What follows belongs to an exercise in optimizing a design on an open flow for small area, a short achievable clock period and few clock cycles; a production flow would make more cautious choices. RTL that was checked went through simulation tests only; none was proved equivalent to the original. Power and IR drop assume default switching activity.

==> flow/design.v <==
`timescale 1ns/10ps
module LBP ( clk, reset, gray_addr, gray_req, gray_ready, gray_data, lbp_addr, lbp_valid, lbp_data, finish);
input   clk;
input   reset;
output  [13:0]gray_addr;
output  gray_req;
input   gray_ready;
input   [7:0]gray_data;
output  [13:0]lbp_addr;
output  lbp_valid;
output  [7:0]lbp_data;
output  finish;
reg [2:0] j;         
reg [6:0] row;       
reg [6:0] col;       
reg [13:0] lbp_addr;
reg [7:0] lbp_data;
reg lbp_valid;
reg finish;
assign gray_addr = {row, col};
assign gray_req  = 1'b1;
wire j_last   = &j;
wire col_last = &col;
wire last_rd  = (&row) & col_last;
always @(posedge clk) begin
	if (!gray_ready) begin
		j   <= 3'd0;
		row <= 7'd0;
		col <= 7'd0;
	end else begin
		j <= j + 3'd1;
		if (j_last) col <= col + 7'd1;
		if (!j_last)       row <= row + 7'd1;
		else if (!col_last) row <= row - 7'd7;
		else               row <= row - 7'd1;
	end
end
always @(posedge clk) begin
	if (reset) finish <= 1'b0;
	else if (gray_ready && last_rd) finish <= 1'b1;
end
wire [7:0] x = gray_data;
reg [7:0] p1, p2, p3, p4, p5, p6, p7, p8, p9;
reg [2:0] a1, a2, a3, a4, a5, a6, a7, a8, a9;
reg b1_9;    
reg b2_8, b2_9;
reg b4_9;
wire x_ge_p7 = x >= p7;  wire p7_ge_x = p7 >= x;    
wire x_ge_p8 = x >= p8;  wire p8_ge_x = p8 >= x;    
wire x_ge_p9 = x >= p9;  wire p9_ge_x = p9 >= x;    
wire p8_ge_p9 = p8 >= p9; wire p9_ge_p8 = p9 >= p8;  
always @(posedge clk) begin
	p1 <= x;  p2 <= p1; p3 <= p2; p4 <= p3; p5 <= p4;
	p6 <= p5; p7 <= p6; p8 <= p7; p9 <= p8;
	a1 <= {p7_ge_x, p8_ge_x, p9_ge_x};
	a2 <= a1; a3 <= a2; a4 <= a3; a5 <= a4; a6 <= a5; a7 <= a6; a8 <= a7; a9 <= a8;
	b1_9 <= p9_ge_p8;
	b2_8 <= x_ge_p7; b2_9 <= b2_8;
	b4_9 <= x_ge_p8;
	lbp_data <= {x_ge_p9, p8_ge_p9, a9[2], b4_9, a9[1], b2_9, b1_9, a9[0]};
	lbp_addr <= {row - 7'd1, col - 7'd1};
	lbp_valid <= gray_ready && !finish && (|j[2:1]) && (|col[6:1]);
end
endmodule
Settings: LEC_CHECK=0, CAP_MARGIN=20, CORE_MARGIN=2, CORE_UTILIZATION=40, SETUP_SLACK_MARGIN=3.0, SLEW_MARGIN=20; clock period 5.0 ns.
run.sh (not shown) runs the stock make flow with config.mk's settings and CLKGATE_MAP_FILE= SYNTH_SCRIPT=/design/flow/synth_recipe.tcl, a recipe that flattens the netlist after the stock synthesis.
Edit:
--- a/flow/design.v
+++ b/flow/design.v
@@ -42,16 +42,40 @@
 wire [7:0] x = gray_data;
 reg [7:0] p1, p2, p3, p4, p5, p6, p7, p8, p9;
 reg [2:0] a1, a2, a3, a4, a5, a6, a7, a8, a9;
 reg b1_9;    
 reg b2_8, b2_9;
 reg b4_9;
-wire x_ge_p7 = x >= p7;  wire p7_ge_x = p7 >= x;    
-wire x_ge_p8 = x >= p8;  wire p8_ge_x = p8 >= x;    
-wire x_ge_p9 = x >= p9;  wire p9_ge_x = p9 >= x;    
-wire p8_ge_p9 = p8 >= p9; wire p9_ge_p8 = p9 >= p8;  
+function [1:0] cmp2;
+	input [7:0] a, b;
+	reg [7:0] g, l;
+	reg [3:0] g1, l1;
+	reg [1:0] g2, l2;
+	reg g3, l3;
+	integer k;
+	begin
+		g = a & ~b;
+		l = ~a & b;
+		for (k = 0; k < 4; k = k + 1) begin
+			g1[k] = g[2*k+1] | ~l[2*k+1] & g[2*k];
+			l1[k] = l[2*k+1] | ~g[2*k+1] & l[2*k];
+		end
+		for (k = 0; k < 2; k = k + 1) begin
+			g2[k] = g1[2*k+1] | ~l1[2*k+1] & g1[2*k];
+			l2[k] = l1[2*k+1] | ~g1[2*k+1] & l1[2*k];
+		end
+		g3 = g2[1] | ~l2[1] & g2[0];
+		l3 = l2[1] | ~g2[1] & l2[0];
+		cmp2 = {~l3, ~g3};
+	end
+endfunction
+wire x_ge_p7, p7_ge_x, x_ge_p8, p8_ge_x, x_ge_p9, p9_ge_x, p8_ge_p9, p9_ge_p8;
+assign {x_ge_p7, p7_ge_x} = cmp2(x, p7);     
+assign {x_ge_p8, p8_ge_x} = cmp2(x, p8);     
+assign {x_ge_p9, p9_ge_x} = cmp2(x, p9);     
+assign {p8_ge_p9, p9_ge_p8} = cmp2(p8, p9);  
 always @(posedge clk) begin
 	p1 <= x;  p2 <= p1; p3 <= p2; p4 <= p3; p5 <= p4;
 	p6 <= p5; p7 <= p6; p8 <= p7; p9 <= p8;
 	a1 <= {p7_ge_x, p8_ge_x, p9_ge_x};
 	a2 <= a1; a3 <= a2; a4 <= a3; a5 <= a4; a6 <= a5; a7 <= a6; a8 <= a7; a9 <= a8;
 	b1_9 <= p9_ge_p8;
What happened: Global-route usage hardly moves. Clock skew is about the same. Die area stays flat. Power rose by 3.0%. Wire length rose by 0.64%. Sequential share of layout area rose by 1.3 points. Utilization fell by 1.5 points. Final area fell by 2.7%. Clock power rose by about 6%. Synthesized cell count rose by 3.5%. Area after synthesis hardly moves. Via count rose by 2.6%. Fmax rose by 1.4%.
Testbench counts after the change, summed over its fixed seeds: cycles 86,020.
No functional check of the RTL was part of the first run of this note.

---

## run C
Starts from the design.v that is shown in full above.
make LEC_CHECK=0 CAP_MARGIN=20 CORE_MARGIN=2 CORE_UTILIZATION=40 SLEW_MARGIN=20 finish   # period 5.0 ns
Run C: done, clean on timing, DRC and antenna
diff inputs: run C => run F
--- a/flow/design.v
+++ b/flow/design.v
@@ -40,25 +40,26 @@
 	else if (gray_ready && last_rd) finish <= 1'b1;
 end
 wire [7:0] x = gray_data;
 reg [7:0] p1, p2, p3, p4, p5, p6, p7, p8, p9;
-reg [2:0] a1, a2, a3, a4, a5, a6, a7, a8, a9;
-reg b1_9;    
+reg [3:0] a1, a2, a3, a4, a5, a6, a7, a8, a9;
+reg b6_2, b6_3, b6_4, b6_5, b6_6, b6_7, b6_8, b6_9;
 reg b2_8, b2_9;
 reg b4_9;
+wire x_ge_p1 = x >= p1;  wire p1_ge_x = p1 >= x;    
 wire x_ge_p7 = x >= p7;  wire p7_ge_x = p7 >= x;    
 wire x_ge_p8 = x >= p8;  wire p8_ge_x = p8 >= x;    
 wire x_ge_p9 = x >= p9;  wire p9_ge_x = p9 >= x;    
-wire p8_ge_p9 = p8 >= p9; wire p9_ge_p8 = p9 >= p8;  
 always @(posedge clk) begin
 	p1 <= x;  p2 <= p1; p3 <= p2; p4 <= p3; p5 <= p4;
 	p6 <= p5; p7 <= p6; p8 <= p7; p9 <= p8;
-	a1 <= {p7_ge_x, p8_ge_x, p9_ge_x};
+	a1 <= {p7_ge_x, p8_ge_x, p1_ge_x, p9_ge_x};
 	a2 <= a1; a3 <= a2; a4 <= a3; a5 <= a4; a6 <= a5; a7 <= a6; a8 <= a7; a9 <= a8;
-	b1_9 <= p9_ge_p8;
+	b6_2 <= x_ge_p1;
+	b6_3 <= b6_2; b6_4 <= b6_3; b6_5 <= b6_4; b6_6 <= b6_5; b6_7 <= b6_6; b6_8 <= b6_7; b6_9 <= b6_8;
 	b2_8 <= x_ge_p7; b2_9 <= b2_8;
 	b4_9 <= x_ge_p8;
-	lbp_data <= {x_ge_p9, p8_ge_p9, a9[2], b4_9, a9[1], b2_9, b1_9, a9[0]};
+	lbp_data <= {x_ge_p9, b6_9, a9[3], b4_9, a9[2], b2_9, a9[1], a9[0]};
 	lbp_addr <= {row - 7'd1, col - 7'd1};
 	lbp_valid <= gray_ready && !finish && (|j[2:1]) && (|col[6:1]);
 end
 endmodule
## What came out
Taking run C as the reference, in run F arrival time at the worst endpoint went down by 100 ps; clock power share went down by 2.3 points. There was hardly any difference in combinational power between run C and run F. Diff run C and run F: share of the core filled with cells higher in run C. The worst setup slack of run F exceeds that of run C by 99 ps. Peak supply drop in run F vs run C: up about 25%. Footprint of the multi-input gates: run F vs run C, no meaningful difference. Against run C, post-route met1 wirelength in run F fell by a few percent. Compared with run C, run F shows floorplan die area that has gone up by a few percent.
Testbench counts of run F, summed over its fixed seeds: cycles 86,020.
Function not checked in run C: the RTL went through the layout flow alone.

[what the ideal ports hide]
The results above use ideal ports. As a check the final layouts listed here were re-extracted and re-timed, cells and wires unchanged.
Step 1 sets driving cells, clkbuf_16 on the clock port and buf_2 on the other inputs (assumed; they add their load-dependent delay and slew).
Step 2 times the ports against the registers' clock, not the clock port: input delays grow and output delays shrink by t, the midpoint of the rising clock arrivals with the driver on.
Three values: ideal ports, drivers, drivers and shift; two values: the first two.
run | t, ns | slack for setup (ns) | slew at the worst register clock pin (ns) | worst slew at a driven data input, ns
the first run of note 1 | 0.555 | 3.007 / 2.977 / 2.482 | 0.07 / 0.07 | 0.04
the second run of note 1 | 0.528 | 3.033 / 3.001 / 2.554 | 0.06 / 0.06 | 0.03
run C | 0.537 | 2.272 / 2.242 / 2.090 | 0.07 / 0.07 | 0.03
run F | 0.454 | 2.371 / 2.335 / 2.098 | 0.07 / 0.07 | 0.03
After both steps setup and hold are still met in every run listed. The setup slack of the first run of note 1, which loses most, moves by -0.030 ns with the drivers and by -0.525 ns with both steps.
